This design comes from an exercise in tuning for small area on the open sky130 flow, not from production work. For this run, only the layout was checked, not whether the RTL still works. Power is estimated from default activity; no workload was simulated.

### flow/design.v
`default_nettype none
module led_rca #(parameter N = 8) (
	input [N-1:0] a,
	input [N-1:0] b,
	input ci,
	output [N-1:0] s,
	output co
);
	wire [N:0] c;
	assign c[0] = ci;
	genvar i;
	generate for (i = 0; i < N; i = i + 1) begin : g
		assign s[i] = a[i] ^ b[i] ^ c[i];
		assign c[i+1] = (a[i] & b[i]) | (c[i] & (a[i] ^ b[i]));
	end endgenerate
	assign co = c[N];
endmodule
module led_cycler(
	input clk,
	input rst,
	input tick,
	input rst_d,
	input tick_d,
	input [16:0] g,        
	input [16:0] g_n,      
	input g0,              
	output [2:0] rgb
);
parameter SOFFSET = 0;
parameter SSTART = 0;
	localparam LO = 8;
	localparam HI = 16 - LO;
	localparam [16:0] LAST = 17'd65536 - SOFFSET;    
	localparam [15:0] K1 = SOFFSET;                   
	localparam [15:0] K2 = SOFFSET - 1;               
	reg [1:0] ph;
	reg first;    
	reg w;        
	wire done = (g == LAST);
	wire done_n = (g_n == LAST);
	reg [1:0] ph_n;
	reg first_n, w_n;
	always @(*) begin
		ph_n = ph;
		first_n = first;
		w_n = w;
		if (rst_d) begin
			ph_n = SSTART;
			first_n = 1'b1;
			w_n = 1'b0;
		end else if (tick_d) begin
			if (done) begin
				ph_n = (ph == 2'd2) ? 2'd0 : ph + 2'd1;
				first_n = 1'b0;
				w_n = (SOFFSET != 0);
			end else if (g[16]) begin
				w_n = 1'b0;
			end
		end
	end
	always @(posedge clk) begin
		ph <= ph_n;
		first <= first_n;
		w <= w_n;
	end
	wire chg = ~rst_d & tick_d & done;
	wire chg_n = ~rst & tick & done_n;
	wire [15:0] k_n = {16{~first_n}} & (w_n ? K2 : K1);
	wire [15:0] k = {16{~first}} & (w ? K2 : K1);
	reg cl_mid;
	wire [LO-1:0] l_lo;
	wire [HI-1:0] l_hi;
	wire cl_lo, cl_unused;
	led_rca #(LO) add_l_lo (g_n[LO-1:0], k_n[LO-1:0], 1'b0, l_lo, cl_lo);
	led_rca #(HI) add_l_hi (g[15:LO], k[15:LO], cl_mid, l_hi, cl_unused);
	reg [LO-1:0] u_lo, d_lo, z_lo;
	reg [HI-1:0] u_hi, d_hi, z_hi;
	reg cu_mid, cd_mid;
	wire [LO-1:0] su_lo, sd_lo;
	wire [HI-1:0] su_hi, sd_hi;
	wire cu_lo, cd_lo, cu, cd;
	led_rca #(LO) add_u_lo (u_lo, l_lo, 1'b0, su_lo, cu_lo);
	led_rca #(LO) add_d_lo (d_lo, ~l_lo, first_n, sd_lo, cd_lo);
	led_rca #(HI) add_u_hi (u_hi, l_hi, cu_mid, su_hi, cu);
	led_rca #(HI) add_d_hi (d_hi, ~l_hi, cd_mid, sd_hi, cd);
	wire lo_run = ~rst & ~chg_n;
	wire lo_rot = ~rst & chg_n;
	wire hi_run = ~rst_d & ~chg;
	wire hi_rot = ~rst_d & chg;
	always @(posedge clk) begin
		cl_mid <= cl_lo;
		cu_mid <= cu_lo;
		cd_mid <= cd_lo;
		u_lo <= {LO{lo_rot}} & z_lo | {LO{lo_run}} & su_lo;
		d_lo <= {LO{lo_rot}} & su_lo | {LO{lo_run}} & sd_lo;
		z_lo <= {LO{lo_rot}} & sd_lo | {LO{lo_run}} & z_lo;
		u_hi <= {HI{hi_rot}} & z_hi | {HI{hi_run}} & su_hi;
		d_hi <= {HI{hi_rot}} & su_hi | {HI{hi_run}} & sd_hi;
		z_hi <= {HI{hi_rot}} & sd_hi | {HI{hi_run}} & z_hi;
	end
	wire zf = first & g0;
	wire ou = cu;
	wire od = cd & ~zf;
	wire r = (ph == 2'd1) ? ou : (ph == 2'd2) ? od : 1'b0;
	wire gr = (ph == 2'd2) ? ou : (ph == 2'd0) ? od : 1'b0;
	wire b = (ph == 2'd0) ? ou : (ph == 2'd1) ? od : 1'b0;
	assign rgb = {b, gr, r};
endmodule
module rgb_led(
	input  clk,
	input  rst,
	input  tick,
	output [10:0] ledc,
	output [2:0] leda
);
	reg rst_d, tick_d;
	always @(posedge clk) begin
		rst_d <= rst;
		tick_d <= tick;
	end
	reg [16:0] g;
	wire [16:0] g_n = rst_d ? 17'd0 : ~tick_d ? g : g[16] ? 17'd0 : g + 17'd1;
	always @(posedge clk)
		g <= g_n;
	wire g0 = ~|g[15:0];
	wire [2:0] c0, c1, c2, c3, c4, c5, c6, c7, c8, c9, c10;
	led_cycler #(.SOFFSET(0),     .SSTART(0)) ledcyc0  (clk, rst, tick, rst_d, tick_d, g, g_n, g0, c0);
	led_cycler #(.SOFFSET(17873), .SSTART(0)) ledcyc1  (clk, rst, tick, rst_d, tick_d, g, g_n, g0, c1);
	led_cycler #(.SOFFSET(35746), .SSTART(0)) ledcyc2  (clk, rst, tick, rst_d, tick_d, g, g_n, g0, c2);
	led_cycler #(.SOFFSET(53619), .SSTART(0)) ledcyc3  (clk, rst, tick, rst_d, tick_d, g, g_n, g0, c3);
	led_cycler #(.SOFFSET(5957),  .SSTART(1)) ledcyc4  (clk, rst, tick, rst_d, tick_d, g, g_n, g0, c4);
	led_cycler #(.SOFFSET(23830), .SSTART(1)) ledcyc5  (clk, rst, tick, rst_d, tick_d, g, g_n, g0, c5);
	led_cycler #(.SOFFSET(41704), .SSTART(1)) ledcyc6  (clk, rst, tick, rst_d, tick_d, g, g_n, g0, c6);
	led_cycler #(.SOFFSET(59577), .SSTART(1)) ledcyc7  (clk, rst, tick, rst_d, tick_d, g, g_n, g0, c7);
	led_cycler #(.SOFFSET(11915), .SSTART(2)) ledcyc8  (clk, rst, tick, rst_d, tick_d, g, g_n, g0, c8);
	led_cycler #(.SOFFSET(29788), .SSTART(2)) ledcyc9  (clk, rst, tick, rst_d, tick_d, g, g_n, g0, c9);
	led_cycler #(.SOFFSET(47661), .SSTART(2)) ledcyc10 (clk, rst, tick, rst_d, tick_d, g, g_n, g0, c10);
	wire [10:0] lcred = {c10[1], c9[1], c8[1], c7[1], c6[1], c5[1], c4[1], c3[1], c2[1], c1[1], c0[1]};
	wire [10:0] lcgrn = {c10[0], c9[0], c8[0], c7[0], c6[0], c5[0], c4[0], c3[0], c2[0], c1[0], c0[0]};
	wire [10:0] lcblu = {c10[2], c9[2], c8[2], c7[2], c6[2], c5[2], c4[2], c3[2], c2[2], c1[2], c0[2]};
	wire [10:0] ledir = lcred | {11{rst_d}};
	wire [10:0] ledig = lcgrn | {11{rst_d}};
	wire [10:0] ledib = lcblu | {11{rst_d}};
	reg [9:0] timer;
	reg [1:0] col;
	reg [10:0] led_out_latch;
	always @(posedge clk) begin
		if (rst) begin
			timer <= 0;
			col <= 2'd3;
			led_out_latch <= 0;
		end else begin
			timer <= timer + 1'b1;
			case (col)
				2'd3: col <= 2'd0;
				2'd0: if (timer == 0) col <= 2'd1;
				2'd1: if (timer == 0) col <= 2'd2;
				default: if (timer == 0) col <= 2'd0;
			endcase
			case (col)
				2'd1: begin
					led_out_latch[0] <= ledig[0];
					led_out_latch[1] <= ledig[1];
					led_out_latch[2] <= ledig[2];
					led_out_latch[3] <= ledig[3];
					led_out_latch[4] <= ledig[4];
					led_out_latch[5] <= ledig[5];
					led_out_latch[6] <= ledig[6];
					led_out_latch[7] <= ledir[7];
					led_out_latch[8] <= ledir[8];
					led_out_latch[9] <= ledig[9];
					led_out_latch[10] <= ledig[10];
				end
				2'd2: begin
					led_out_latch[0] <= ledib[0];
					led_out_latch[1] <= ledir[1];
					led_out_latch[2] <= ledib[2];
					led_out_latch[3] <= ledir[3];
					led_out_latch[4] <= ledib[4];
					led_out_latch[5] <= ledir[5];
					led_out_latch[6] <= ledir[6];
					led_out_latch[7] <= ledib[7];
					led_out_latch[8] <= ledib[8];
					led_out_latch[9] <= ledib[9];
					led_out_latch[10] <= ledib[10];
				end
				default: begin
					led_out_latch[0] <= ledir[0];
					led_out_latch[1] <= ledib[1];
					led_out_latch[2] <= ledir[2];
					led_out_latch[3] <= ledib[3];
					led_out_latch[4] <= ledir[4];
					led_out_latch[5] <= ledib[5];
					led_out_latch[6] <= ledib[6];
					led_out_latch[7] <= ledig[7];
					led_out_latch[8] <= ledig[8];
					led_out_latch[9] <= ledir[9];
					led_out_latch[10] <= ledir[10];
				end
			endcase
		end
	end
	assign ledc = led_out_latch;
	assign leda = {col == 2'd2, col == 2'd1, col[1] == col[0]};
endmodule  
### flow/run.sh
#!/bin/bash
# synth_recipe.tcl (not shown) runs the flow's synth.tcl, then flattens the netlist and writes it again
# the make line also repeats each setting of config.mk as NAME=value (left out here)
make -C /OpenROAD-flow-scripts/flow DESIGN_CONFIG=/design/flow/config.mk WORK_HOME=/design/flow/orfs CLKGATE_MAP_FILE= SYNTH_SCRIPT=/design/flow/synth_recipe.tcl finish
### flow/config.mk
export PLATFORM = sky130hd
export DESIGN_NAME = rgb_led
export DESIGN_NICKNAME = rgb_led
export VERILOG_FILES = /design/flow/design.v
export SDC_FILE = /design/flow/constraint.sdc
export NUM_CORES = 4
export LEC_CHECK = 0
export CAP_MARGIN = 20
export CORE_MARGIN = 2
export CORE_UTILIZATION = 40
export GPL_TIMING_DRIVEN = 0
export PLACE_DENSITY = 0.6
export SLEW_MARGIN = 20
### flow/constraint.sdc
create_clock -name core_clock -period 5.0 [get_ports {clk}]
set_input_delay 1.0000 -clock core_clock [delete_from_list [all_inputs] [get_ports {clk}]]
set_output_delay 1.0000 -clock core_clock [all_outputs]
set_load 0.01 [all_outputs]
==> summary.txt <==
==> final cells by class <==
cell class	count	area [um2]
Clock inverter	32	309
Clock buffer	108	2170
Multi-Input combinational cell	2301	22300
Inverter	492	1880
Tap cell	1176	1470
Timing Repair Buffer	225	2040
Sequential cell	647	13000
Fill cell	8076	45400
Buffer	180	1070
==> synth_stat cells (all sizes together) (67+ instances only) <==
cell,instances,share of area (%)
a211oi,106,2.2
dfxtp,647,36
ha,105,3.6
nor2,327,3.4
nand2b,114,2.0
nand2,328,3.4
nor2b,67,1.2
mux2,115,3.6
fa,422,23
inv,492,5.1
clkbuf,172,1.8
mux2i,105,2.9
a21oi,207,2.9
==> layout by cell type (no fill, tap or decap), types with 82 or more instances in the layout <==
cell type / count
dfxtp_1: 626
mux2i_1: 105
fa_1: 180
buf_4: 148
a211oi_1: 105
ha_1: 82
inv_1: 383
mux2_2: 89
clkbuf_1: 138
nand2_1: 317
nand2b_1: 110
clkbuf_16: 83
inv_2: 100
nor2_1: 312
fa_2: 242
a21oi_1: 188
==> stage by stage <==
stage	hold WS, ps	utilization [%]	worst slack, ps	power [W]	cell area (um2)
2_1_floorplan	410	-	-454	0.00824	36900
5_1_grt	458	49.3	-764	0.0158	44200
3_3_place_gp	424	43.0	-2030	0.00908	38500
3_5_place_dp	432	43.0	-1760	0.00912	38600
6_report	440	49.3	-657	0.0150	44200
4_1_cts	439	48.4	-634	0.0150	43400
==> timing repair <==
action                                 4_1_cts  5_1_grt
setup endpoints to repair                  205      127
resized for setup                          391      187
buffers inserted                           181       54
hold buffers                                 0        0
pin swaps                                  173      187
cloned                                       1        0
endpoints found under the hold margin        0        0
==> worst register-to-register path, stage by stage, from the launching register on <==
cell       delay (ps)
dfxtp_4           350
clkbuf_16         140
nand2b_4          140
or3_4             400
buf_6             140
or4_4             510
clkbuf_16         170
a21oi_4           250
ha_4              180
fa_2              470
fa_2              360
fa_2              350
fa_2              350
fa_2              340
inv_2              70
fa_2              190
inv_2              40
fa_2              330
inv_2              60
fa_2              440
mux2_4            270
==> power groups by stage <==
stage | combinational [W] | sequential [W] | clock [W]
after floorplan | 0.00224 | 0.00600 | 0
after global placement | 0.00305 | 0.00603 | 0
after detailed placement | 0.00308 | 0.00604 | 0
after CTS | 0.00336 | 0.00594 | 0.00571
after global routing | 0.00393 | 0.00600 | 0.00590
final | 0.00347 | 0.00594 | 0.00561
==> cell families after synthesis <==
logic type                 synth area share [%]
AOI/OAI and AO/OA                          8.05
adders and majority gates                  27.1
xor gates and xnor gates                  0.972
and+or+nand+nor                            13.9
muxes                                      6.51
DFF                                        36.0
buffers and inverters                      7.49
==> per-layer routing <==
metal / part of all wire (%) / up-vias / wire (um) / GRT usage (%)
li1: - / 12200 / - / -
met1: 44 / 12800 / 46300 / 30.9
met2: 45 / 861 / 47500 / 35.5
met3: 6.6 / 231 / 6910 / 4.49
met4: 4.3 / 4 / 4500 / 9.21
met5: 0.022 / - / 23 / 0
==> how the worst min path moves through the flow <==
stage | from | to | slack, ps
detailed placement | ledcyc7.w$_DFF_P_ | ledcyc7.w$_DFF_P_ | 430
global placement | ledcyc4.w$_DFF_P_ | ledcyc4.w$_DFF_P_ | 420
floorplan | timer[0]$_SDFF_PP0_ | timer[0]$_SDFF_PP0_ | 410
CTS | ledcyc2.z_lo[6]$_DFF_P_ | ledcyc2.u_lo[6]$_DFF_P_ | 440
global route | ledcyc4.z_lo[6]$_DFF_P_ | ledcyc4.u_lo[6]$_DFF_P_ | 460
finish | ledcyc4.z_lo[6]$_DFF_P_ | ledcyc4.u_lo[6]$_DFF_P_ | 440
==> results.json <==
{
  "place_inst": 4839,
  "drive_above_1_share_pct": 26.0,
  "reg.largest.list": "g x17, led_out_latch x11, timer x10",
  "gr-usage-all-layers_pct": 22.7,
  "wire_per_inst_um": 20.4,
  "drt_iter0_markers": 1882,
  "dieWidth_um": 304,
  "antenna_found_initial": 6,
  "syn_inst": 3647,
  "slowest_delay_ps": 500,
  "largest_reg_flops": 17,
  "cts-buffers-inserted": 76,
  "dp_hpwl_um": 72300,
  "regMostFlops": "g",
  "cts_tree": "built",
  "clk_latency_ps": 640,
  "seq_power_share_pct": 39.5,
  "crit_family": "adder cells",
  "initial_utilization_pct": 40.2,
  "startpoint_type": "flip-flop",
  "cp_data_required_time_ps": 5520,
  "rsz0062_at_grt": "yes",
  "grt_first_pass_wirelength_um": 160000,
  "status": "failed layout checks",
  "hold_violations": 0,
  "p_comb_share_pct": 23.1,
  "p_int_w": 0.0106,
  "end_kind": "flip-flop",
  "power.density_nw_per_um2": 340,
  "leakage_nw": 17.6,
  "tns_ps": -17000,
  "synth-edff-count": 0,
  "htree_levels": 3,
  "fin_nets": 4453,
  "p_sw_share_pct": 29.4,
  "vias": 26200,
  "die_area_um2": 92500,
  "worstMarginPinSlew_ps": 1210,
  "io_buffers": 16,
  "synth_cell_type_count": 64,
  "report.final.slew_viol_count": 0,
  "vdd_ir_drop_max_mv": 0.226,
  "crit_chain": "clkbuf_16, nand2b_4, or3_4, buf_6, or4_4, clkbuf_16, a21oi_4, ha_4, fa_2, fa_2, fa_2, fa_2, fa_2, inv_2, fa_2, inv_2, fa_2, inv_2, fa_2, mux2_4",
  "crit_end": "ledcyc6.z_lo[7]$_DFF_P_",
  "syn_area_um2": 36000,
  "crit_cells": 20,
  "num_rows": 110,
  "r2r-end": "ledcyc6.z_lo[7]$_DFF_P_",
  "synthArstFlopShare_pct": 0,
  "final_antenna_net_count": 0,
  "grt.overflow.total": 0,
  "power_frac_clock_pct": 37.3,
  "hold_depth": 2,
  "fin_ws_ps": -657,
  "synth_seq_cells": 647,
  "syn-num-nets": 4177,
  "worstSetupPathType": "reg -> reg",
  "synth_area_per_cell_um2": 9.88,
  "fmax_mhz": 177,
  "path_common_cell": "fa_2",
  "clockBufferDepth": 3,
  "critPathSlowestCell": "or4_4",
  "ys_warn_count": 12,
  "startpoint": "g[6]$_DFF_P_",
  "first_pass_iters": 6,
  "synth_ff_type": "dfxtp_1",
  "routed_wl_um": 105000,
  "final.setup_skew_ps": 23.2,
  "maxCapViolCount": 0,
  "holdCritPathClass": "reg -> reg",
  "cts-root-buf": "clkbuf_16",
  "relSlewSlack_pct": 19.4,
  "r2r_start": "g[6]$_DFF_P_",
  "critPathBufInv": 6,
  "routed_via_density": 5.07,
  "grt_max_degree": 16,
  "setup_violations": 64,
  "areaGrowthSynthToFinish_pct": 22.7,
  "die_h_um": 304,
  "switchingPower_w": 0.00441,
  "ioPinCount": 17,
  "grt_pass1_vias": 26700,
  "finalWeightedCongestion": 0.919,
  "coreArea_um2": 89600,
  "min_period_ps": 5660,
  "drc": 0,
  "reg2reg_depth": 20,
  "antennaDiodeCount": 0,
  "cts_sinks": 647,
  "ys_seq_area_share_pct": 36.0,
  "crit_fanout": 3,
  "final_cells": 5161,
  "path_clk_slew_ps": 60,
  "ff2ff_setup_slack_ps": -660,
  "fin_crit_sh_pct": 113,
  "violatedChecks": "setup timing",
  "worstPathArrival_ps": 6170
}

==> afterwards: timing with drivers on the ports <==
No port has a modelled driver above. Below, the same layout with a new extraction and two added sets of constraints.
Step 1 assumes that a clkbuf_16 drives the clock port and a buf_2 every other input.
Step 2 times the ports against the registers' clock, not the clock port: input delays grow and output delays shrink by t, the midpoint of the rising clock arrivals with the driver on.
a / b / c = no drivers / after step 1 / after step 2; a / b = the first two.
t (ns): 0.691
setup slack, ns: -0.657 / -0.657 / -0.657
worst register clock-pin slew, ns: 0.07 / 0.07
worst slew at a driven data input, ns: 0.03
cell pins on the clock port's net: 1
For this run, drivers alone change the setup slack by 0.000 ns; drivers and shift together by 0.000 ns.
